This is an optimization exercise on Yosys and OpenROAD, whose aim is small area and a short achievable clock period, not a production implementation. RTL that was checked went through simulation tests only; none was proved equivalent to the original. The clock input has no modelled driver; a real chip could not lean on it and would need a root buffer or a full tree. Power figures rest on the tool's default switching activity, not on a simulated workload.

==> flow/design.v <==
module cpu(out, in, clk, reset);
input  [7:0] in;
input        clk, reset;
output [7:0] out;
reg [7:0]   out;
reg [7:0]   reg_a, reg_b, reg_c, mem_d;
reg [7:0]   alu_p, alu_g;               
reg         alu_c;                      
reg [127:0] mem;                        
reg [3:0]   op;                         
reg [3:0]   a_lo, a_hi;                 
reg         st0, st2, st3;              
reg         mem_wr;                     
wire op_alu = st0 & ~op[3] & ~(op[2] & op[1]);       
wire op_6   = st0 & (op == 4'h6);
wire op_7   = st0 & (op == 4'h7);
wire op_8   = st0 & (op == 4'h8);
wire op_9b  = st0 & (op == 4'h9 || op == 4'hB);
wire op_ac  = st0 & (op == 4'hA || op == 4'hC);
wire op_a   = st0 & (op == 4'hA);
wire op_c   = st0 & (op == 4'hC);
wire op_d   = st0 & (op == 4'hD);
wire op_e   = st0 & (op == 4'hE);
wire op_f   = st0 & (op == 4'hF);
wire nx_s0 = ~reset & ~(op_6 | op_7 | op_8 | op_ac);
always @(posedge clk) begin
	op     <= in[7:4];
	a_lo   <= nx_s0 ? (4'b0001 << in[1:0]) : 4'b0001;
	a_hi   <= nx_s0 ? (4'b0001 << in[3:2]) : 4'b0001;
	st0    <= nx_s0;
	st2    <= ~reset & op_a;
	st3    <= ~reset & op_c;
	mem_wr <= nx_s0 & in[7] & ((~in[6] & ~in[5]) | (in[6] & in[5] & in[4]));
end
wire nr = ~reset;
wire a_in = nr & op_6, a_c = nr & op_d, a_h = nr & ~(op_6 | op_d);
wire b_in = nr & op_7, b_c = nr & op_e, b_h = nr & ~(op_7 | op_e);
wire c_alu = nr & op_alu, c_d = nr & st2, c_h = nr & ~(op_alu | st2);
wire o_in = nr & op_8, o_c = nr & op_9b, o_d = nr & (op_ac | st3);
wire o_h  = nr & ~(op_8 | op_9b | op_ac | st3 | op_f);
wire [7:0] a_nx = (in & {8{a_in}}) | (reg_c & {8{a_c}}) | (reg_a & {8{a_h}});
wire [7:0] b_nx = (in & {8{b_in}}) | (reg_c & {8{b_c}}) | (reg_b & {8{b_h}});
wire [2:0] f = in[6:4];
wire inv_a = f[2] & f[0];
wire use_b = ~f[1] & ~(f[2] & f[0]);
wire inv_b = f[0] & ~f[2];
wire [7:0] a_sel = op_d ? reg_c : reg_a;
wire [7:0] b_sel = op_e ? reg_c : reg_b;
wire [7:0] alu_x = a_sel ^ {8{inv_a}};
wire [7:0] alu_y = (b_sel & {8{use_b}}) ^ {8{inv_b}};
always @(posedge clk) begin
	alu_p <= alu_x ^ alu_y;
	alu_g <= alu_x & alu_y;
	alu_c <= f[2] | (f[1] ^ f[0]);
end
reg  [8:0] cg, cp, cgn, cpn;
integer k, s;
always @(*) begin
	cg = {alu_g, alu_c};
	cp = {alu_p, 1'b0};
	for (s = 1; s < 9; s = s * 2) begin
		cgn = cg; cpn = cp;
		for (k = s; k < 9; k = k + 1) begin
			cgn[k] = cg[k] | (cp[k] & cg[k-s]);
			cpn[k] = cp[k] & cp[k-s];
		end
		cg = cgn; cp = cpn;
	end
end
wire [7:0] alu_out = alu_p ^ cg[7:0];
wire [7:0] mem_wd = (in & {8{~op[0]}}) | (reg_c & {8{op[0] & ~op[1]}});
reg [15:0] wsel, rsel;
reg [7:0]  rd;
integer i;
always @(*) begin
	rd = 8'd0;
	for (i = 0; i < 16; i = i + 1) begin
		rsel[i] = a_hi[i / 4] & a_lo[i % 4];
		wsel[i] = mem_wr & rsel[i];
		rd = rd | (mem[8*i +: 8] & {8{rsel[i]}});
	end
end
always @(posedge clk) begin
	for (i = 0; i < 16; i = i + 1)
		if (wsel[i])
			mem[8*i +: 8] <= mem_wd;
	if (!mem_wr)
		mem_d <= rd;
end
always @(posedge clk) begin
	reg_a <= a_nx;
	reg_b <= b_nx;
	reg_c <= (alu_out & {8{c_alu}}) | (mem_d & {8{c_d}}) | (reg_c & {8{c_h}});
	out   <= (in & {8{o_in}}) | (reg_c & {8{o_c}}) | (mem_d & {8{o_d}}) | (out & {8{o_h}});
end
endmodule
==> flow/config.mk <==
export PLATFORM = sky130hd
export DESIGN_NAME = cpu
export DESIGN_NICKNAME = cpu
export VERILOG_FILES = /design/flow/design.v
export SDC_FILE = /design/flow/constraint.sdc
export NUM_CORES = 4
export LEC_CHECK = 0
export CAP_MARGIN = 20
export CORE_MARGIN = 2
export CORE_UTILIZATION = 40
export SETUP_SLACK_MARGIN = 2.5
export SLEW_MARGIN = 20
==> flow/constraint.sdc <==
create_clock -name core_clock -period 4.0 [get_ports {clk}]
set_input_delay 0.8000 -clock core_clock [delete_from_list [all_inputs] [get_ports {clk}]]
set_output_delay 0.8000 -clock core_clock [all_outputs]
set_load 0.01 [all_outputs]
standard.sh (not shown) runs the stock make flow with config.mk's settings and CLKGATE_MAP_FILE= SYNTH_SCRIPT=/design/flow/synth_recipe.tcl, a recipe that flattens the netlist after the stock synthesis.
==> flow/flow/run.sh <==
#!/bin/bash
# Own layout flow: the standard flow (standard.sh) with two changes:
#  - the port buffers are sky130_fd_sc_hd__buf_4 (buffer_ports' default pick
#    is a delay cell);
#  - the clock tree step is flow/cts.tcl: the clock port drives 4 clkbuf_8,
#    which drive 8 clkbuf_16 placed at the centres of k-means clusters of the
#    registers, instead of TritonCTS's H-tree.
# Each step's output goes to a log file of its own in the work folder.
set -euo pipefail
R=$(pwd)/orfs/results/$FLOW_PLATFORM/cpu/base
PB="BUFFER_PORTS_ARGS=-buffer_cell sky130_fd_sc_hd__buf_4"
bash standard.sh "$PB" place > log_1_place.txt 2>&1
RESULTS=$R CTS_NTOP=4 CTS_NLEAF=8 CTS_TOPBUF=sky130_fd_sc_hd__clkbuf_8 \
  CTS_LEAFBUF=sky130_fd_sc_hd__clkbuf_16 SETUP_MARGIN=2.5 \
  openroad -no_init -exit flow/cts.tcl > log_2_cts.txt 2>&1
cp "$R/4_1_cts.odb" "$R/4_cts.odb"
touch "$R/4_cts.sdc"
bash standard.sh "$PB" finish > log_3_finish.txt 2>&1
==> flow/flow/cts.tcl <==
# Clock tree step of the own flow, in place of ORFS's cts.tcl: the same
# steps, but a shallow two-level clock tree (see mytree.tcl) instead of
# TritonCTS's H-tree.
set P $::env(FLOW_HOME)/platforms/sky130hd
set R $::env(RESULTS)
read_liberty $P/lib/sky130_fd_sc_hd__tt_025C_1v80.lib
read_db $R/3_place.odb
read_sdc $R/3_place.sdc
source $P/setRC.tcl
set_dont_use {sky130_fd_sc_hd__probe_p_8 sky130_fd_sc_hd__probec_p_8 sky130_fd_sc_hd__lpflow_*}

source [file dirname [info script]]/mytree.tcl
build_clock_tree $::env(CTS_NTOP) $::env(CTS_NLEAF) $::env(CTS_TOPBUF) $::env(CTS_LEAFBUF)

set_placement_padding -global -left 0 -right 0
detailed_placement
set_propagated_clock [all_clocks]
estimate_parasitics -placement
report_clock_latency -clock core_clock

repair_timing -setup_margin $::env(SETUP_MARGIN) -verbose
detailed_placement
check_placement -verbose
estimate_parasitics -placement
report_checks -path_delay max -format end -group_path_count 10
report_worst_slack -max
report_worst_slack -min

write_db $R/4_1_cts.odb
write_sdc -no_timestamp $R/4_cts.sdc
==> flow/flow/mytree.tcl <==
# Build a one-level clock tree: the clock port drives NBUF clock buffers, each
# placed at the centre of a k-means cluster of the clock sinks it drives.
proc kmeans { xs ys nbuf {slack 1.15} } {
  set n [llength $xs]
  # k-means, seeded by spreading over the sink list sorted by angle around the centre
  set cx 0.0; set cy 0.0
  foreach x $xs y $ys { set cx [expr {$cx + $x}]; set cy [expr {$cy + $y}] }
  set cx [expr {$cx / $n}]; set cy [expr {$cy / $n}]
  set ang {}
  for {set i 0} {$i < $n} {incr i} {
    lappend ang [list $i [expr {atan2([lindex $ys $i] - $cy, [lindex $xs $i] - $cx)}]]
  }
  set ang [lsort -real -index 1 $ang]
  set kx {}; set ky {}
  for {set k 0} {$k < $nbuf} {incr k} {
    set i [lindex [lindex $ang [expr {int(($k + 0.5) * $n / $nbuf)}]] 0]
    lappend kx [expr {($cx + [lindex $xs $i]) / 2.0}]
    lappend ky [expr {($cy + [lindex $ys $i]) / 2.0}]
  }
  set cap [expr {int(ceil($slack * $n / $nbuf))}]
  for {set iter 0} {$iter < 30} {incr iter} {
    # balanced assignment: sinks in order of their best distance, capped cluster size
    set cand {}
    for {set i 0} {$i < $n} {incr i} {
      for {set k 0} {$k < $nbuf} {incr k} {
        set d [expr {abs([lindex $xs $i] - [lindex $kx $k]) + abs([lindex $ys $i] - [lindex $ky $k])}]
        lappend cand [list $i $k $d]
      }
    }
    set cand [lsort -real -index 2 $cand]
    set asg [lrepeat $n -1]
    set cnt [lrepeat $nbuf 0]
    foreach c $cand {
      lassign $c i k d
      if {[lindex $asg $i] >= 0} continue
      if {[lindex $cnt $k] >= $cap} continue
      lset asg $i $k
      lset cnt $k [expr {[lindex $cnt $k] + 1}]
    }
    set sx [lrepeat $nbuf 0.0]; set sy [lrepeat $nbuf 0.0]
    for {set i 0} {$i < $n} {incr i} {
      set k [lindex $asg $i]
      lset sx $k [expr {[lindex $sx $k] + [lindex $xs $i]}]
      lset sy $k [expr {[lindex $sy $k] + [lindex $ys $i]}]
    }
    for {set k 0} {$k < $nbuf} {incr k} {
      if {[lindex $cnt $k] > 0} {
        lset kx $k [expr {[lindex $sx $k] / [lindex $cnt $k]}]
        lset ky $k [expr {[lindex $sy $k] / [lindex $cnt $k]}]
      }
    }
  }
  puts "kmeans: $n points, cluster sizes $cnt"
  return [list $asg $kx $ky]
}

# Insert a buffer per cluster of the loads (iterms) of net src.
proc split_net { src loads nbuf bufname prefix {slack 1.15} } {
  set block [ord::get_db_block]
  set master [[ord::get_db] findMaster $bufname]
  set xs {}; set ys {}
  foreach it $loads {
    set bb [[$it getInst] getBBox]
    lappend xs [expr {([$bb xMin] + [$bb xMax]) / 2.0}]
    lappend ys [expr {([$bb yMin] + [$bb yMax]) / 2.0}]
  }
  lassign [kmeans $xs $ys $nbuf $slack] asg kx ky
  set nets {}; set bufs {}
  for {set k 0} {$k < $nbuf} {incr k} {
    set buf [odb::dbInst_create $block $master "${prefix}_$k"]
    set w [$master getWidth]
    set h [$master getHeight]
    $buf setLocation [expr {int([lindex $kx $k] - $w / 2)}] [expr {int([lindex $ky $k] - $h / 2)}]
    $buf setPlacementStatus PLACED
    set net [odb::dbNet_create $block "${prefix}_net_$k"]
    $net setSigType CLOCK
    [$buf findITerm X] connect $net
    lappend nets $net
    lappend bufs $buf
  }
  set i 0
  foreach it $loads {
    $it disconnect
    $it connect [lindex $nets [lindex $asg $i]]
    incr i
  }
  foreach buf $bufs { [$buf findITerm A] connect $src }
  return $bufs
}

# Clock tree: the clock port drives ntop buffers, which drive nleaf leaf
# buffers in all, which drive the clock sinks (nleaf 0: tops drive the sinks).
proc build_clock_tree { ntop nleaf topbuf leafbuf } {
  set block [ord::get_db_block]
  set clknet [$block findNet clk]
  set sinks [$clknet getITerms]
  if {$nleaf == 0} {
    split_net $clknet $sinks $ntop $topbuf clkbuf_top
    return
  }
  set leaves [split_net $clknet $sinks $nleaf $leafbuf clkbuf_leaf 1.05]
  set ins {}
  foreach b $leaves { lappend ins [$b findITerm A] }
  foreach it $ins { $it disconnect }
  set tmp [odb::dbNet_create $block "clk_tmp"]
  foreach it $ins { $it connect $tmp }
  set tops [split_net $clknet $ins $ntop $topbuf clkbuf_top 1.0]
  odb::dbNet_destroy $tmp
}
Then changed:
--- a/flow/flow/run.sh
+++ b/flow/flow/run.sh
@@ -13,3 +13,3 @@
 RESULTS=$R CTS_NTOP=4 CTS_NLEAF=8 CTS_TOPBUF=sky130_fd_sc_hd__clkbuf_8 \
-  CTS_LEAFBUF=sky130_fd_sc_hd__clkbuf_16 SETUP_MARGIN=2.5 \
+  CTS_LEAFBUF=sky130_fd_sc_hd__clkbuf_16 SETUP_MARGIN=2.8 \
   openroad -no_init -exit flow/cts.tcl > log_2_cts.txt 2>&1
Settings changed: SETUP_SLACK_MARGIN 2.5 to 2.8.
Outcome: The changed run went through all stages and came out clean. Worst setup slack is better by 77 ps. Routed wire length climbs by 14%. Via count climbs by 6.8%. Hold slack is better by 13 ps. Fmax climbs by 4.1%. Synthesized area does not change. First-iteration DRC count climbs by 4.9%.
Then changed:
--- a/flow/flow/run.sh
+++ b/flow/flow/run.sh
@@ -13,3 +13,3 @@
 RESULTS=$R CTS_NTOP=4 CTS_NLEAF=8 CTS_TOPBUF=sky130_fd_sc_hd__clkbuf_8 \
-  CTS_LEAFBUF=sky130_fd_sc_hd__clkbuf_16 SETUP_MARGIN=2.8 \
+  CTS_LEAFBUF=sky130_fd_sc_hd__clkbuf_16 SETUP_MARGIN=2.2 \
   openroad -no_init -exit flow/cts.tcl > log_2_cts.txt 2>&1
--- a/flow/flow/mytree.tcl
+++ b/flow/flow/mytree.tcl
@@ -2,3 +2,3 @@
 # placed at the centre of a k-means cluster of the clock sinks it drives.
-proc kmeans { xs ys nbuf {slack 1.15} } {
+proc kmeans { xs ys nbuf } {
   set n [llength $xs]
@@ -19,3 +19,3 @@
   }
-  set cap [expr {int(ceil($slack * $n / $nbuf))}]
+  set cap [expr {int(ceil(1.15 * $n / $nbuf))}]
   for {set iter 0} {$iter < 30} {incr iter} {
@@ -57,3 +57,3 @@
 # Insert a buffer per cluster of the loads (iterms) of net src.
-proc split_net { src loads nbuf bufname prefix {slack 1.15} } {
+proc split_net { src loads nbuf bufname prefix } {
   set block [ord::get_db_block]
@@ -66,3 +66,3 @@
   }
-  lassign [kmeans $xs $ys $nbuf $slack] asg kx ky
+  lassign [kmeans $xs $ys $nbuf] asg kx ky
   set nets {}; set bufs {}
@@ -100,3 +100,3 @@
   }
-  set leaves [split_net $clknet $sinks $nleaf $leafbuf clkbuf_leaf 1.05]
+  set leaves [split_net $clknet $sinks $nleaf $leafbuf clkbuf_leaf]
   set ins {}
@@ -106,3 +106,3 @@
   foreach it $ins { $it connect $tmp }
-  set tops [split_net $clknet $ins $ntop $topbuf clkbuf_top 1.0]
+  set tops [split_net $clknet $ins $ntop $topbuf clkbuf_top]
   odb::dbNet_destroy $tmp
Settings changed: SETUP_SLACK_MARGIN 2.8 to 2.2.
Setup slack improves by 92 ps. Worst hold slack degrades by 18 ps. Final cell count drops by a little under a tenth. Flip-flop and latch count is unchanged.
In every run of this note, the design's own scripts or RTL, not TritonCTS, make the clock network.


cpu, a different RTL version from the one above (not shown whole).
Size: about 210 flip-flops, roughly 18 I/O pins, ~9100 sq um of cells after synthesis.
## cpu
module cpu(out, in, clk, reset);
input  [7:0] in;
input        clk, reset;
output [7:0] out;
reg [7:0]   out;
reg [7:0]   reg_a, reg_b, reg_c, mem_d;
reg [7:0]   alu_p, alu_g;               
reg         alu_c;                      
reg [127:0] mem;                        
reg [3:0]   a_lo, a_hi;                 
reg         c_alu;                      
reg         a_in, b_in, o_in;           
reg         o_c;                        
reg         ld_a, ld_c;                 
reg         a_c, b_c;                   
reg         o_z;                        
reg         mem_wr;                     
reg         st2, st3;                   
wire busy = a_in | b_in | o_in | ld_a | ld_c;    
wire [3:0] ih = in[7:4];
wire [15:0] dec = 16'd1 << ih;
wire [10:0] x_nd = ~{dec[0] | dec[1] | dec[2] | dec[3] | dec[4] | dec[5],
                     dec[6], dec[7], dec[8], dec[9] | dec[11], dec[10],
                     dec[12], dec[13], dec[14], dec[15],
                     dec[8] | dec[9] | dec[15]};
wire [10:0] x_nx;
wire [1:0]  st_nx;
wire [3:0]  lo_nd = {~(in[1:0] == 2'd3), ~(in[1:0] == 2'd2), ~(in[1:0] == 2'd1), (in[1:0] == 2'd0)};
wire [3:0]  hi_nd = {~(in[3:2] == 2'd3), ~(in[3:2] == 2'd2), ~(in[3:2] == 2'd1), (in[3:2] == 2'd0)};
wire [3:0]  lo_nx, hi_nx;
genvar gi;
generate
	for (gi = 0; gi < 11; gi = gi + 1) begin : xn
		g_nor3 n (.y(x_nx[gi]), .a(reset), .b(busy), .c(x_nd[gi]));
	end
	for (gi = 0; gi < 4; gi = gi + 1) begin : an
		g_nor3 l (.y(lo_nx[gi]), .a(reset), .b(busy), .c(lo_nd[gi]));
		g_nor3 h (.y(hi_nx[gi]), .a(reset), .b(busy), .c(hi_nd[gi]));
	end
endgenerate
g_nor2 s2n (.y(st_nx[0]), .a(reset), .b(~ld_a));
g_nor2 s3n (.y(st_nx[1]), .a(reset), .b(~ld_c));
always @(posedge clk) begin
	{c_alu, a_in, b_in, o_in, o_c, ld_a, ld_c, a_c, b_c, o_z, mem_wr} <= x_nx;
	{st3, st2} <= st_nx;
	a_lo <= lo_nx;
	a_hi <= hi_nx;
end
wire [2:0] f = in[6:4];
wire sel_t  = ~f[1] & ~f[0];                
wire sel_nt = ~f[2] & ~f[1] & f[0];         
wire sel_a  = f[1] & ~f[0];                 
  ...
clock: 4.0 ns
lec_check: 0
cap_margin: 20
core_margin: 2
core_utilization: 40
setup_slack_margin: 2.4
slew_margin: 20
synth_hierarchical: 1
==> flow/flow/run.sh <==
#!/bin/bash
# Own layout flow: the standard flow (standard.sh) with two changes:
#  - the port buffers are sky130_fd_sc_hd__buf_4 (buffer_ports' default pick
#    is a delay cell);
#  - the clock tree step is flow/cts.tcl: the clock port drives 4 clkbuf_8,
#    which drive 8 clkbuf_16 placed at the centres of k-means clusters of the
#    registers, instead of TritonCTS's H-tree, followed by the timing repair
#    and a greedy downsizing pass that keeps the worst slack.
# Each step's output goes to a log file of its own in the work folder.
set -euo pipefail
R=$(pwd)/orfs/results/$FLOW_PLATFORM/cpu/base
PB="BUFFER_PORTS_ARGS=-buffer_cell sky130_fd_sc_hd__buf_4"
bash standard.sh "$PB" place > log_1_place.txt 2>&1
RESULTS=$R CTS_NTOP=4 CTS_NLEAF=8 CTS_TOPBUF=sky130_fd_sc_hd__clkbuf_8 \
  CTS_LEAFBUF=sky130_fd_sc_hd__clkbuf_16 SETUP_MARGIN=2.4 \
  openroad -no_init -exit flow/cts.tcl > log_2_cts.txt 2>&1
cp "$R/4_1_cts.odb" "$R/4_cts.odb"
touch "$R/4_cts.sdc"
bash standard.sh "$PB" finish > log_3_finish.txt 2>&1
==> flow/flow/cts.tcl <==
# Clock tree step of the own flow, in place of ORFS's cts.tcl: the same
# steps, but a shallow two-level clock tree (see mytree.tcl) instead of
# TritonCTS's H-tree, and a greedy downsizing pass (see downsize.tcl) after
# the timing repair.
set P $::env(FLOW_HOME)/platforms/sky130hd
set R $::env(RESULTS)
read_liberty $P/lib/sky130_fd_sc_hd__tt_025C_1v80.lib
read_db $R/3_place.odb
read_sdc $R/3_place.sdc
source $P/setRC.tcl
set_dont_use {sky130_fd_sc_hd__probe_p_8 sky130_fd_sc_hd__probec_p_8 sky130_fd_sc_hd__lpflow_*}

source [file dirname [info script]]/mytree.tcl
build_clock_tree $::env(CTS_NTOP) $::env(CTS_NLEAF) $::env(CTS_TOPBUF) $::env(CTS_LEAFBUF)

set_placement_padding -global -left 0 -right 0
detailed_placement
set_propagated_clock [all_clocks]
estimate_parasitics -placement
report_clock_latency -clock core_clock

repair_timing -setup_margin $::env(SETUP_MARGIN) -verbose
detailed_placement
estimate_parasitics -placement

# area recovery: smaller drive strengths wherever the worst slack allows
source [file dirname [info script]]/downsize.tcl
set ws0 [sta::worst_slack_cmd max]
downsize_cells [expr {$ws0 - 0.002e-9}] 0.1e-9
detailed_placement
check_placement -verbose
estimate_parasitics -placement
report_checks -path_delay max -format end -group_path_count 10
report_worst_slack -max
report_worst_slack -min

write_db $R/4_1_cts.odb
write_sdc -no_timestamp $R/4_cts.sdc
Other scripts of this flow, unchanged in this note and not shown: flow/flow/downsize.tcl, flow/flow/mytree.tcl
The baseline produced a clean layout.
Next try:
--- a/flow/flow/run.sh
+++ b/flow/flow/run.sh
@@ -4,4 +4,4 @@
 #    is a delay cell);
-#  - the clock tree step is flow/cts.tcl: the clock port drives 4 clkbuf_8,
-#    which drive 8 clkbuf_16 placed at the centres of k-means clusters of the
+#  - the clock tree step is flow/cts.tcl: the clock port drives 4 clkinv_16,
+#    which drive 8 clkinv_16 placed at the centres of k-means clusters of the
 #    registers, instead of TritonCTS's H-tree, followed by the timing repair
@@ -13,4 +13,4 @@
 bash standard.sh "$PB" place > log_1_place.txt 2>&1
-RESULTS=$R CTS_NTOP=4 CTS_NLEAF=8 CTS_TOPBUF=sky130_fd_sc_hd__clkbuf_8 \
-  CTS_LEAFBUF=sky130_fd_sc_hd__clkbuf_16 SETUP_MARGIN=2.4 \
+RESULTS=$R CTS_NTOP=4 CTS_NLEAF=8 CTS_TOPBUF=sky130_fd_sc_hd__clkinv_16 \
+  CTS_LEAFBUF=sky130_fd_sc_hd__clkinv_16 SETUP_MARGIN=2.5 \
   openroad -no_init -exit flow/cts.tcl > log_2_cts.txt 2>&1
- SETUP_SLACK_MARGIN: 2.4 -> 2.5
Outcome: The changed run completed with no timing, DRC or antenna violations. Combinational power increases by 8.4%. Cell area went up by 4.4%. Setup slack got worse by 66 ps.
No run of this note included a check of the RTL's function; only the layout flow was run. In every run of this note, the design's own scripts or RTL, not TritonCTS, make the clock network.

==> re-timing with driven ports <==
No port has a modelled driver above. Below, the same layouts with a new extraction and two added sets of constraints. Step 1 (the two cells are an assumption about what drives the block):
set clk [get_ports {clk}]
set_driving_cell -lib_cell sky130_fd_sc_hd__clkbuf_16 $clk
set_driving_cell -lib_cell sky130_fd_sc_hd__buf_2 [delete_from_list [all_inputs] $clk]
Step 2 adds t to the input delays and takes it off the output delays; t is the mean of the earliest and latest rising clock arrival at the registers after step 1. Input paths then give back, and output paths get back, about the clock's delay inside the block. Slacks: ideal / step 1 / step 2; pairs: ideal / step 1.
run	shift t [ns]	slack for setup (ns)	hold WS [ns]	clock arrival spread, ns	cell pins on the clock port's net
the first run of note 1	0.376	2.022 / 2.022 / 2.022	0.480 / 0.480 / 0.480	0.021 / 0.022	4
the second run of note 1	0.373	2.099 / 2.099 / 2.043	0.494 / 0.494 / 0.494	0.034 / 0.034	4
the third run of note 1	0.376	2.191 / 2.191 / 1.938	0.476 / 0.476 / 0.476	0.051 / 0.051	4
the first run of note 2	0.379	2.380 / 2.309 / 2.037	0.473 / 0.473 / 0.473	0.020 / 0.020	4
the second run of note 2	0.360	2.315 / 2.320 / 2.109	0.457 / 0.457 / 0.457	0.011 / 0.010	4
After both steps every run listed still meets setup and hold. For the first run of note 2, which loses most, drivers alone change the setup slack by -0.071 ns; drivers and shift together by -0.343 ns.
